Background: an optimization exercise with open tools, aiming at small area, a short achievable clock period and few clock cycles per item. Do not read the settings as production practice.
The RTL was checked by simulation tests, not by an equivalence proof against the original design.
Power figures rest on the tool's default switching activity, not on a simulated workload.

## alpha
==> flow/design.v <==
module Binary_to_BCD
  #(parameter INPUT_WIDTH = 28,
    parameter DECIMAL_DIGITS = 8)
  (
   input                         clk,
   input                         rst,
   input [INPUT_WIDTH-1:0]       i_Binary,
   input                         i_Start,
   output [DECIMAL_DIGITS*4-1:0] o_BCD,
   output                        o_DV
   );
  function [3:0] add3(input [3:0] d, input en);
    reg c;
    begin
      c = en & (d[3] | (d[2] & (d[1] | d[0])));
      add3 = {c | d[3], c ? d[3] & d[0] : d[2], c ? (d[3] ? ~d[0] : d[1] & d[0]) : d[1], d[0] ^ c};
    end
  endfunction
  reg [33:0] r_R;
  reg        r_Busy, r_DV;
  reg [6:0] r_T;    
  reg [33:0] w_L;
  always @* begin
    w_L = {i_Binary, 6'b0};
    w_L = {w_L[32:0], w_L[33]};
    w_L = {w_L[32:0], w_L[33]};
    w_L = {w_L[32:0], w_L[33]};
    w_L[3:0] = add3(w_L[3:0], 1'b1);
    w_L = {w_L[32:0], w_L[33]};
  end
  reg [33:0] w_S;
  always @* begin
    w_S = r_R;
    w_S[3:0] = add3(w_S[3:0], 1'b1);
    w_S[7:4] = add3(w_S[7:4], 1'b1);
    w_S[11:8] = add3(w_S[11:8], r_T[0]);
    w_S[15:12] = add3(w_S[15:12], r_T[1]);
    w_S[19:16] = add3(w_S[19:16], r_T[3]);
    w_S[23:20] = add3(w_S[23:20], r_T[4]);
    w_S[27:24] = add3(w_S[27:24], r_T[5]);
    w_S = {w_S[32:0], w_S[33]};
    w_S[3:0] = add3(w_S[3:0], 1'b1);
    w_S[7:4] = add3(w_S[7:4], 1'b1);
    w_S[11:8] = add3(w_S[11:8], r_T[0]);
    w_S[15:12] = add3(w_S[15:12], r_T[1]);
    w_S[19:16] = add3(w_S[19:16], r_T[2]);
    w_S[23:20] = add3(w_S[23:20], r_T[4]);
    w_S[27:24] = add3(w_S[27:24], r_T[5]);
    w_S[31:28] = add3(w_S[31:28], r_T[6]);
    w_S = {w_S[32:0], w_S[33]};
    w_S[3:0] = add3(w_S[3:0], 1'b1);
    w_S[7:4] = add3(w_S[7:4], 1'b1);
    w_S[11:8] = add3(w_S[11:8], 1'b1);
    w_S[15:12] = add3(w_S[15:12], r_T[1]);
    w_S[19:16] = add3(w_S[19:16], r_T[2]);
    w_S[23:20] = add3(w_S[23:20], r_T[3]);
    w_S[27:24] = add3(w_S[27:24], r_T[5]);
    w_S[31:28] = add3(w_S[31:28], r_T[6]);
    w_S = {w_S[32:0], w_S[33]};
  end
  always @(posedge clk) begin
    r_R <= r_Busy ? w_S : w_L;
    r_T <= r_Busy ? {r_T[5:0], 1'b1} : 7'b0;
    if (rst) begin
      r_Busy <= 1'b0;
      r_DV   <= 1'b0;
    end else if (r_Busy) begin
      r_Busy <= ~r_T[6];
      r_DV   <= r_T[6];
    end else begin
      r_Busy <= i_Start;
      r_DV   <= 1'b0;
    end
  end
  assign o_BCD = r_R[31:0];
  assign o_DV  = r_DV;
endmodule
export LEC_CHECK = 0
export ABC_AREA = 1
export CAP_MARGIN = 20
export CORE_MARGIN = 2
export CORE_UTILIZATION = 55
export GPL_TIMING_DRIVEN = 1
export PLACE_DENSITY = 0.7
export SETUP_SLACK_MARGIN = 2.9
export SLEW_MARGIN = 20
create_clock -name core_clock -period 5.0 [get_ports {clk}]
standard.sh (not shown) runs the stock make flow with config.mk's settings and CLKGATE_MAP_FILE= SYNTH_SCRIPT=/design/flow/synth_recipe.tcl, a recipe that flattens the netlist after the stock synthesis.
==> flow/flow/run.sh <==
#!/bin/bash
# The standard layout (the standard.sh, unchanged synthesis and steps), with
# the port buffers that buffer_ports inserts made sky130_fd_sc_hd__buf_1 cells
# instead of its default pick. Every tool's output goes to standard_flow.log here;
# ORFS also keeps each step's log under orfs/logs.
set -euo pipefail
bash standard.sh 'BUFFER_PORTS_ARGS=-buffer_cell sky130_fd_sc_hd__buf_1' finish > standard_flow.log 2>&1
Having completed the whole flow, alpha delivered a layout that passed the timing, design-rule and antenna checks.
Testbench counts of alpha, summed over its fixed seeds: cycles 11,520, items 1,280.
diff inputs: alpha => beta
Settings: GPL_TIMING_DRIVEN removed (was 1); SETUP_SLACK_MARGIN changed from 2.9 to 2.95.
Between alpha and beta, design area is higher for beta, alpha comes in under that.
beta vs. alpha: area share of buffers outside the clock network went up by 1.4 points.
Time the worst path needs with I/O delays and setup down 0.025 ns in beta wrt alpha
Compared with alpha, beta shows a higher final setup slack of the worst path.
The following lists how gamma was set up differently from beta:
Settings: CORE_UTILIZATION now 40, was 55; SETUP_SLACK_MARGIN now 3.1, was 2.95; PLACE_DENSITY now 0.6, was 0.7.
==> flow/run.sh (new file) <==
#!/bin/bash
# synth_recipe.tcl (not shown) runs the flow's synth.tcl, then flattens the netlist and writes it again
# the make line also repeats each setting of config.mk as NAME=value (left out here)
make -C /OpenROAD-flow-scripts/flow DESIGN_CONFIG=/design/flow/config.mk WORK_HOME=/design/flow/orfs CLKGATE_MAP_FILE= SYNTH_SCRIPT=/design/flow/synth_recipe.tcl finish
removed: flow/flow/run.sh
removed: flow/standard.sh
[summary]
Taking beta as 1.0, gamma lands at 1.3 on routed wire length.
Looking only at standard-cell row count, and setting everything else aside, the lower value of beta and gamma goes to beta.
Comparing clock power for beta and gamma, the smaller number came from beta.
Summary of gamma over beta: shortest period the worst path allows rose 0.089 ns; fraction of power consumed by combinational cells rose 6.0 points; die area rose 0.0023 mm^2.
## Diff of input files: delta against gamma
Settings: a change of CORE_UTILIZATION from 40 to 55; a change of SETUP_SLACK_MARGIN from 3.1 to 2.9; a change of PLACE_DENSITY from 0.6 to 0.7.
==> flow/flow/run.sh (new file) <==
#!/bin/bash
# The standard layout (the standard.sh, unchanged synthesis and steps), with
# the port buffers that buffer_ports inserts made sky130_fd_sc_hd__buf_1 cells
# instead of its default pick. Every tool's output goes to standard_flow.log here;
# ORFS also keeps each step's log under orfs/logs.
set -euo pipefail
bash standard.sh 'BUFFER_PORTS_ARGS=-buffer_cell sky130_fd_sc_hd__buf_1' finish > standard_flow.log 2>&1
==> flow/standard.sh (new file) <==
#!/bin/bash
# synth_recipe.tcl (not shown) runs the flow's synth.tcl, then flattens the netlist and writes it again
# the make line also repeats each setting of config.mk as NAME=value (left out here)
make -C /OpenROAD-flow-scripts/flow DESIGN_CONFIG=/design/flow/config.mk WORK_HOME=/design/flow/orfs CLKGATE_MAP_FILE= SYNTH_SCRIPT=/design/flow/synth_recipe.tcl "${@:-finish}"
removed: flow/run.sh
Findings:
Re multi-input logic portion of the cell area: gamma and delta aren't equal, and the higher value belongs to delta.
Compared with gamma, in delta number of cells traversed by the worst hold path stayed essentially flat, placed cell area fell by about 11%, sequential share of layout area rose by 5.4 points, top achievable clock speed rose by 17 MHz.
Compared with gamma, delta has extra setup slack.
The run showing the smaller via count is delta.
Of gamma and delta, delta shows the lower fraction of power consumed by the clock network, with gamma above it.
Taking delta as 1.0, gamma lands at 1.3 on clock power.
delta against gamma; multi-input gate area in the final layout is down by more than 10%.
Comparing gamma and delta, the lower final critical path time including I/O delays and setup was measured on delta.

static timing again, ports no longer ideal:
How much do the figures lean on ideal ports? The routed layouts below were timed once more, with nothing changed but the port constraints.
Step 1 (the two cells are an assumption about what drives the block):
set clk [get_ports {clk}]
set_driving_cell -lib_cell sky130_fd_sc_hd__clkbuf_16 $clk
set_driving_cell -lib_cell sky130_fd_sc_hd__buf_2 [delete_from_list [all_inputs] $clk]
Step 2 adds t to the input delays and takes it off the output delays; t is the mean of the earliest and latest rising clock arrival at the registers after step 1. Input paths then give back, and output paths get back, about the clock's delay inside the block.
Slacks: no drivers / after step 1 / after step 2; pairs: no drivers / after step 1.
run	t, ns	setup WS [ns]	worst register clock-pin slew, ns
alpha	0.321	3.072 / 3.072 / 3.072	0.09 / 0.09
beta	0.322	3.098 / 3.096 / 3.098	0.09 / 0.09
gamma	0.337	3.008 / 3.008 / 2.832	0.10 / 0.10
delta	0.321	3.072 / 3.072 / 3.072	0.09 / 0.09
After both steps setup and hold are still met in every run listed. The setup slack of gamma, which loses most, moves by 0.000 ns with the drivers and by -0.176 ns with both steps.
